From an optimization exercise on the open Yosys and OpenROAD flow, aimed at small area; shortcuts taken in it are not production practice. In this exercise RTL edits were held to simulation tests only and were not proved equivalent to the original. Power and IR drop assume default switching activity.

Setup of v6:
==> flow/design.v (excerpt) <==
module game_core (
    input  logic        Clk,
    input  logic        Reset,           
    input  logic        frame_clk,       
    input  logic [7:0]  keycode,
    input  logic [9:0]  DrawX,
    input  logic [9:0]  DrawY,
    output logic        is_ball,
    output logic [3:0]  is_enemy,
    output logic        is_platform,
    output logic        is_shield,
    output logic        is_punch,
    output logic [3:0]  is_attack,
    output logic [13:0] player_location,
    output logic [13:0] Ball_X,
    output logic [13:0] Ball_Y,
    output logic        ball_direction,
    output logic [55:0] enemy_loc,
    output logic [55:0] Enemy_X,
    output logic [55:0] Enemy_Y,
    output logic [3:0]  enemy_direction,
    output logic [3:0]  is_enemy_shield,
    output logic [3:0]  is_enemy_attack,
    output logic [2:0]  health_out,
    output logic        game_over,
    output logic [3:0]  dead,
    output logic        all_dead,
    output logic        changeFrame,
    output logic [13:0] left_bound
);
export LEC_CHECK = 0
export ABC_AREA = 1
export CAP_MARGIN = 10
export CORE_MARGIN = 2
export CORE_UTILIZATION = 65
export CTS_CLUSTER_DIAMETER = 115
export CTS_CLUSTER_SIZE = 22
export PLACE_DENSITY = 0.85
export SLEW_MARGIN = 10
create_clock -name core_clock -period 25.0 [get_ports {Clk}]
standard.sh (not shown) runs the stock make flow with config.mk's settings and CLKGATE_MAP_FILE= SYNTH_SCRIPT=/design/flow/synth_recipe.tcl, a recipe that flattens the netlist after the stock synthesis.
==> flow/flow/run.sh <==
#!/bin/bash
# Own layout flow: the standard synthesis; then the combinational logic of
# the synthesized netlist is re-mapped for area with ABC (flip-flops are kept
# as they are: same instances, names and cells; several ABC random seeds are
# tried in parallel and the smallest netlist is kept); then the standard
# layout from floorplan to the final layout, with the smallest buffer on each
# port.  Each tool's output goes to a log file of its own in this folder.
set -euo pipefail
here=$(pwd)
flowdir=$here/flow
results=$here/orfs/results/${FLOW_PLATFORM}/game_core/base
lib=$FLOW_HOME/platforms/${FLOW_PLATFORM}/lib/sky130_fd_sc_hd__tt_025C_1v80.lib
yosys_bin=$FLOW_HOME/../tools/install/yosys/bin/yosys
[ -x "$yosys_bin" ] || yosys_bin=yosys

# 1. standard synthesis
bash standard.sh synth > $here/log_1_synth.txt 2>&1

# 2. area re-mapping of the combinational logic, in two passes; each pass
#    tries several ABC seeds in parallel and keeps the smallest netlist
du=""
for c in $(cat $flowdir/dontuse.txt); do du="$du -dont_use $c"; done
printf 'set_driving_cell sky130_fd_sc_hd__buf_1\nset_load 5\n' > $here/remap_abc.constr
remap_pass() {  # remap_pass NAME INPUT.v DSTIME SEEDS... ; leaves the best as NAME_best.v
  local name=$1 input=$2 dstime=$3; shift 3
  local s
  for s in "$@"; do
    sed "s/@SEED@/$s/; s/@TIME@/$dstime/" $flowdir/remap.abc > $here/${name}_$s.abc
    cat > $here/${name}_$s.ys <<EOY
read_liberty -ignore_miss_func $lib
blackbox $(tr '\n' ' ' < $flowdir/seqcells.txt)
read_verilog $input
hierarchy -top $FLOW_TOP
rename -hide c:_*
flatten
opt_clean -purge
abc -liberty $lib $du -script $here/${name}_$s.abc -constr $here/remap_abc.constr
opt_clean -purge
hilomap -singleton -hicell sky130_fd_sc_hd__conb_1 HI -locell sky130_fd_sc_hd__conb_1 LO
splitnets
opt_clean -purge
insbuf -buf sky130_fd_sc_hd__buf_4 A X
opt_clean -purge
tee -o $here/${name}_stat_$s.txt stat -liberty $lib
write_verilog -noattr -noexpr -nohex -nodec $here/${name}_out_$s.v
EOY
    $yosys_bin -s $here/${name}_$s.ys > $here/log_2_${name}_$s.txt 2>&1 &
  done
  wait
  local best="" bestarea="" a
  for s in "$@"; do
    a=$(sed -n "s/.*Chip area for module.*: \([0-9.]*\).*/\1/p" $here/${name}_stat_$s.txt 2>/dev/null | head -1)
    [ -n "$a" ] || continue
    if [ -z "$best" ] || awk "BEGIN{exit !($a < $bestarea)}"; then best=$s; bestarea=$a; fi
  done
  echo "$name: seed $best area $bestarea" >> $here/log_2_remap_choice.txt
  [ -n "$best" ]
  cp $here/${name}_out_$best.v $here/${name}_best.v
  echo "$bestarea" > $here/${name}_best_area.txt
}
cp $results/1_2_yosys.v $here/remap_in.v
remap_pass remap1 $here/remap_in.v 300 1 2 3 4 5 6 7 8 9 10 11 12
remap_pass remap2 $here/remap1_best.v 150 11 12 13 14 15 16 17 18
# keep the second pass only if it improved on the first
if awk "BEGIN{exit !($(cat $here/remap2_best_area.txt) < $(cat $here/remap1_best_area.txt))}"; then
  cp $here/remap2_best.v $results/1_2_yosys.v
else
  cp $here/remap1_best.v $results/1_2_yosys.v
fi
touch $results/1_2_yosys.v

# 3. standard layout from the re-mapped netlist
bash standard.sh BUFFER_PORTS_ARGS="-buffer_cell sky130_fd_sc_hd__buf_1" finish > $here/log_3_layout.txt 2>&1
Other scripts of this flow, unchanged in this note and not shown: flow/flow/dontuse.txt, flow/flow/remap.abc, flow/flow/seqcells.txt
v6: PASS, flow complete, no timing, DRC or antenna violations
diff inputs: v6 => v7
- changing CAP_MARGIN from 10 to 5
- changing SLEW_MARGIN from 10 to 5
[summary]
- The final layout from v7, which completed every stage, passed the timing, DRC and antenna checks at the end of the flow.
- Reported for v7 and v6, horizontal extent of the die turned out identical to the last digit.
- On smallest setup slack after layout, v7 and v6 are neck and neck.
- Between v6 and v7, the share of the final layout cell area in sequential cells figures differ only marginally.
- The part of the power in combinational logic on v7 is in line with that on v6.
- Routed wire length essentially unchanged between v6 and v7.
- Reported for v7 and v6, worst setup slack before clock tree synthesis turned out identical to the last digit.
- Looking at v7 and v6, the number of cells on the worst reg-to-reg path is a wash.
- The final hold slack of v6 and that of v7 are within noise of each other.
- For share of the core filled with cells, v7 and v6 come out practically identical.

* * *

== run 1 ==
Another version of the RTL of game_core (not shown whole).
For scale: roughly 290 I/O pins.
clock: 25.0 ns
lec_check: 0
abc_area: 1
cap_margin: 10
core_margin: 2
core_utilization: 45
cts_cluster_diameter: 115
cts_cluster_size: 22
place_density: 0.8
slew_margin: 10
Scripts as last shown in full above: flow/flow/run.sh
Other scripts of this flow, unchanged in this note and not shown: flow/flow/dontuse.txt, flow/flow/remap.abc, flow/flow/seqcells.txt
### run 1 -> run 2
- PLACE_DENSITY changed from 0.8 to 0.6
--- a/flow/flow/run.sh
+++ b/flow/flow/run.sh
@@ -57,15 +57,9 @@
   [ -n "$best" ]
   cp $here/${name}_out_$best.v $here/${name}_best.v
-  echo "$bestarea" > $here/${name}_best_area.txt
 }
 cp $results/1_2_yosys.v $here/remap_in.v
-remap_pass remap1 $here/remap_in.v 300 1 2 3 4 5 6 7 8 9 10 11 12
+remap_pass remap1 $here/remap_in.v 300 1 2 3 4 5 6 7 8
 remap_pass remap2 $here/remap1_best.v 150 11 12 13 14 15 16 17 18
-# keep the second pass only if it improved on the first
-if awk "BEGIN{exit !($(cat $here/remap2_best_area.txt) < $(cat $here/remap1_best_area.txt))}"; then
-  cp $here/remap2_best.v $results/1_2_yosys.v
-else
-  cp $here/remap1_best.v $results/1_2_yosys.v
-fi
+cp $here/remap2_best.v $results/1_2_yosys.v
 touch $results/1_2_yosys.v
 
### Flow results
- Run 2 ended with every stage complete and zero timing, DRC or antenna violations.
- Instance count on the critical path: run 2 vs run 1 up about 12%
- Cmp run 2 vs run 1: sequential share of layout area lower in run 2
- In the reports for run 2 and run 1, the smaller total area of multi-input combinational cells belongs to run 2.
- Run 2 ended with more met2 global-route usage than run 1.
- The clock buffer count of run 2 exceeds that of run 1 by 2.
- | final critical-path share of the clock period | lower: run 1 |
- Relative to run 1, area of the core increased by 0.42% in run 2.
- In run 2 the first-pass GRT wire length turned out 9.5% higher than in run 1.
- Diff run 1 -> run 2 | summed area of non-filler cells in the final layout | increase of about 1.1%
Input changes introduced in run 3 (baseline for comparison: run 2):
- PLACE_DENSITY changed from 0.6 to 0.8
Notes after the runs:
- Run 3 against run 2; design area is down slightly.
- [compare] base=run 2 new=run 3: area added between synthesis and finish lost 0.55 points, wire length per cell after detailed routing dropped about 9%, all-layer global routing usage went down, highest ir drop seen on vdd went down.
- When run 3 is measured against run 2, its worst setup slack turns out 50 ps higher.
- The achievable frequency of run 3 was superior to that of run 2.
Inputs modified between run 3 and run 4:
- GPL_TIMING_DRIVEN newly set to 0
--- a/flow/flow/run.sh
+++ b/flow/flow/run.sh
@@ -57,9 +57,15 @@
   [ -n "$best" ]
   cp $here/${name}_out_$best.v $here/${name}_best.v
+  echo "$bestarea" > $here/${name}_best_area.txt
 }
 cp $results/1_2_yosys.v $here/remap_in.v
-remap_pass remap1 $here/remap_in.v 300 1 2 3 4 5 6 7 8
+remap_pass remap1 $here/remap_in.v 300 1 2 3 4 5 6 7 8 9 10 11 12
 remap_pass remap2 $here/remap1_best.v 150 11 12 13 14 15 16 17 18
-cp $here/remap2_best.v $results/1_2_yosys.v
+# keep the second pass only if it improved on the first
+if awk "BEGIN{exit !($(cat $here/remap2_best_area.txt) < $(cat $here/remap1_best_area.txt))}"; then
+  cp $here/remap2_best.v $results/1_2_yosys.v
+else
+  cp $here/remap1_best.v $results/1_2_yosys.v
+fi
 touch $results/1_2_yosys.v
 
### Flow results
Status: sequential cell power parity (run 3, run 4). Comparing run 3 and run 4, the higher transition time at the pin with the least slew margin was measured on run 4. The number of global-route vias before repair in run 4 was higher than what run 3 gave.

* * *

game_core, a different RTL version from the one above (not shown whole).
For scale: roughly 3600 cells after synthesis, roughly 290 I/O pins, roughly 23000 um^2 of cells after synthesis.
## game_core
module game_core (
    input  logic        Clk,
    input  logic        Reset,           
    input  logic        frame_clk,       
    input  logic [7:0]  keycode,
    input  logic [9:0]  DrawX,
    input  logic [9:0]  DrawY,
    output logic        is_ball,
    output logic [3:0]  is_enemy,
    output logic        is_platform,
    output logic        is_shield,
    output logic        is_punch,
    output logic [3:0]  is_attack,
    output logic [13:0] player_location,
    output logic [13:0] Ball_X,
    output logic [13:0] Ball_Y,
    output logic        ball_direction,
    output logic [55:0] enemy_loc,
    output logic [55:0] Enemy_X,
    output logic [55:0] Enemy_Y,
    output logic [3:0]  enemy_direction,
    output logic [3:0]  is_enemy_shield,
    output logic [3:0]  is_enemy_attack,
    output logic [2:0]  health_out,
    output logic        game_over,
    output logic [3:0]  dead,
    output logic        all_dead,
    output logic        changeFrame,
    output logic [13:0] left_bound
);
==> flow/config.mk <==
export PLATFORM = sky130hd
export DESIGN_NAME = game_core
export DESIGN_NICKNAME = game_core
export VERILOG_FILES = /design/flow/design.v
export SDC_FILE = /design/flow/constraint.sdc
export NUM_CORES = 8
export LEC_CHECK = 0
export ABC_AREA = 1
export CAP_MARGIN = 20
export CORE_MARGIN = 2
export CORE_UTILIZATION = 60
export CTS_BUF_LIST = sky130_fd_sc_hd__clkbuf_4 sky130_fd_sc_hd__clkbuf_8
export PLACE_DENSITY = 0.72
export SLEW_MARGIN = 20
==> flow/constraint.sdc <==
create_clock -name core_clock -period 25.0 [get_ports {Clk}]
set_input_delay 5.0000 -clock core_clock [delete_from_list [all_inputs] [get_ports {Clk}]]
set_output_delay 5.0000 -clock core_clock [all_outputs]
set_load 0.01 [all_outputs]
==> flow/flow/run.sh <==
#!/bin/bash
# Own layout flow: the standard synthesis; then the combinational logic of
# the synthesized netlist is re-mapped for area with ABC (flip-flops are kept
# as they are: same instances, names and cells; several ABC random seeds are
# tried in parallel and the smallest netlist is kept); then the standard
# layout from floorplan to the final layout, with the smallest buffer on each
# port.  Each tool's output goes to a log file of its own in this folder.
set -euo pipefail
here=$(pwd)
flowdir=$here/flow
results=$here/orfs/results/${FLOW_PLATFORM}/game_core/base
lib=$FLOW_HOME/platforms/${FLOW_PLATFORM}/lib/sky130_fd_sc_hd__tt_025C_1v80.lib
yosys_bin=$FLOW_HOME/../tools/install/yosys/bin/yosys
[ -x "$yosys_bin" ] || yosys_bin=yosys
seeds="1 2 3 4 5 6"
dstime=150

# 1. standard synthesis
bash standard.sh synth > $here/log_1_synth.txt 2>&1

# 2. area re-mapping of the combinational logic
cp $results/1_2_yosys.v $here/remap_in.v
du=""
for c in $(cat $flowdir/dontuse.txt); do du="$du -dont_use $c"; done
printf 'set_driving_cell sky130_fd_sc_hd__buf_1\nset_load 5\n' > $here/remap_abc.constr
for s in $seeds; do
  sed "s/@SEED@/$s/; s/@TIME@/$dstime/" $flowdir/remap.abc > $here/remap_$s.abc
  cat > $here/remap_$s.ys <<EOY
read_liberty -ignore_miss_func $lib
blackbox $(tr '\n' ' ' < $flowdir/seqcells.txt) sky130_fd_sc_hd__conb_1
read_verilog $here/remap_in.v
hierarchy -top $FLOW_TOP
rename -hide c:_*
flatten
opt_clean -purge
abc -liberty $lib $du -script $here/remap_$s.abc -constr $here/remap_abc.constr
opt_clean -purge
hilomap -singleton -hicell sky130_fd_sc_hd__conb_1 HI -locell sky130_fd_sc_hd__conb_1 LO
splitnets
opt_clean -purge
insbuf -buf sky130_fd_sc_hd__buf_4 A X
opt_clean -purge
tee -o $here/remap_stat_$s.txt stat -liberty $lib
write_verilog -noattr -noexpr -nohex -nodec $here/remap_out_$s.v
EOY
  $yosys_bin -s $here/remap_$s.ys > $here/log_2_remap_$s.txt 2>&1 &
done
wait
best=""; bestarea=""
for s in $seeds; do
  a=$(sed -n "s/.*Chip area for module.*: \([0-9.]*\).*/\1/p" $here/remap_stat_$s.txt 2>/dev/null | head -1)
  [ -n "$a" ] || continue
  if [ -z "$best" ] || awk "BEGIN{exit !($a < $bestarea)}"; then best=$s; bestarea=$a; fi
done
echo "remap: seed $best area $bestarea" > $here/log_2_remap_choice.txt
[ -n "$best" ]
cp $here/remap_out_$best.v $results/1_2_yosys.v
touch $results/1_2_yosys.v

# 3. standard layout from the re-mapped netlist
bash standard.sh BUFFER_PORTS_ARGS="-buffer_cell sky130_fd_sc_hd__buf_1" finish > $here/log_3_layout.txt 2>&1
Other scripts of this flow, unchanged in this note and not shown: flow/flow/dontuse.txt, flow/flow/remap.abc, flow/flow/seqcells.txt
The starting point went through all stages and came out clean.
Next try:
--- a/flow/config.mk
+++ b/flow/config.mk
@@ -8,7 +8,6 @@
 export ABC_AREA = 1
-export CAP_MARGIN = 20
+export CAP_MARGIN = 0
 export CORE_MARGIN = 2
 export CORE_UTILIZATION = 60
-export CTS_BUF_LIST = sky130_fd_sc_hd__clkbuf_4 sky130_fd_sc_hd__clkbuf_8
 export PLACE_DENSITY = 0.72
-export SLEW_MARGIN = 20
+export SLEW_MARGIN = 0
After rerunning: Now the flow produced a layout that fails on max-capacitance violations, max-slew violations. Via count falls by 0.40%. Global-route usage falls by 0.34 points. Hold slack got worse by 4.4 ps. Power is higher by 2.1%. Area after synthesis does not change. Setup slack barely changes. Final cell count goes down by 0.65%.
Next try:
--- a/flow/config.mk
+++ b/flow/config.mk
@@ -8,6 +8,6 @@
 export ABC_AREA = 1
-export CAP_MARGIN = 0
+export CAP_MARGIN = 20
 export CORE_MARGIN = 2
-export CORE_UTILIZATION = 60
-export PLACE_DENSITY = 0.72
-export SLEW_MARGIN = 0
+export CORE_UTILIZATION = 45
+export PLACE_DENSITY = 0.6
+export SLEW_MARGIN = 20
What happened:
- Now the flow finished clean
- power came out higher by 3.3%
- final cell count went up by 4.3%
- worst hold slack gets worse by 24 ps
- sequential power hardly moves
- core utilization is lower by 16 points
- clock power went up by 7.7%
- final area goes up by 2.0%
- clock skew goes up by 3.2 ps
- routed wire length rises by 4.7%
- synthesized cell count is unchanged

-- static timing again, ports no longer ideal --
The flow's constraints put no driver on any port. The routed layouts listed below were extracted and timed again, unchanged, in two steps.
Step 1: set_driving_cell puts a clkbuf_16 on Clk and a buf_2 on each other input, an assumption about the parent block.
Step 2 adds t to the input delays and takes it off the output delays; t is the mean of the earliest and latest rising clock arrival at the registers after step 1. Input paths then give back, and output paths get back, about the clock's delay inside the block.
Three values: ideal ports, drivers, drivers and shift; two values: the first two.
run	t (ns)	slack for setup (ns)	latest minus earliest clock arrival (ns)	worst slew at a driven data input, ns
v6	0.584	10.047 / 10.025 / 10.025	0.032 / 0.032	0.04
v7	0.585	10.046 / 10.024 / 10.024	0.031 / 0.031	0.04
run 1	0.607	10.197 / 10.147 / 10.147	0.060 / 0.059	0.08
run 2	0.609	10.147 / 10.112 / 10.112	0.031 / 0.031	0.07
run 3	0.607	10.197 / 10.147 / 10.147	0.060 / 0.059	0.08
run 4	0.609	9.393 / 9.366 / 9.366	0.029 / 0.029	0.10
the first run of note 3	0.718	7.401 / 7.373 / 7.373	0.036 / 0.037	0.04
the second run of note 3	0.674	7.398 / 7.373 / 7.373	0.035 / 0.036	0.05
the third run of note 3	0.632	7.816 / 7.761 / 7.761	0.042 / 0.042	0.06
For the third run of note 3, which loses most, drivers alone change the setup slack by -0.055 ns; drivers and shift together by -0.055 ns.
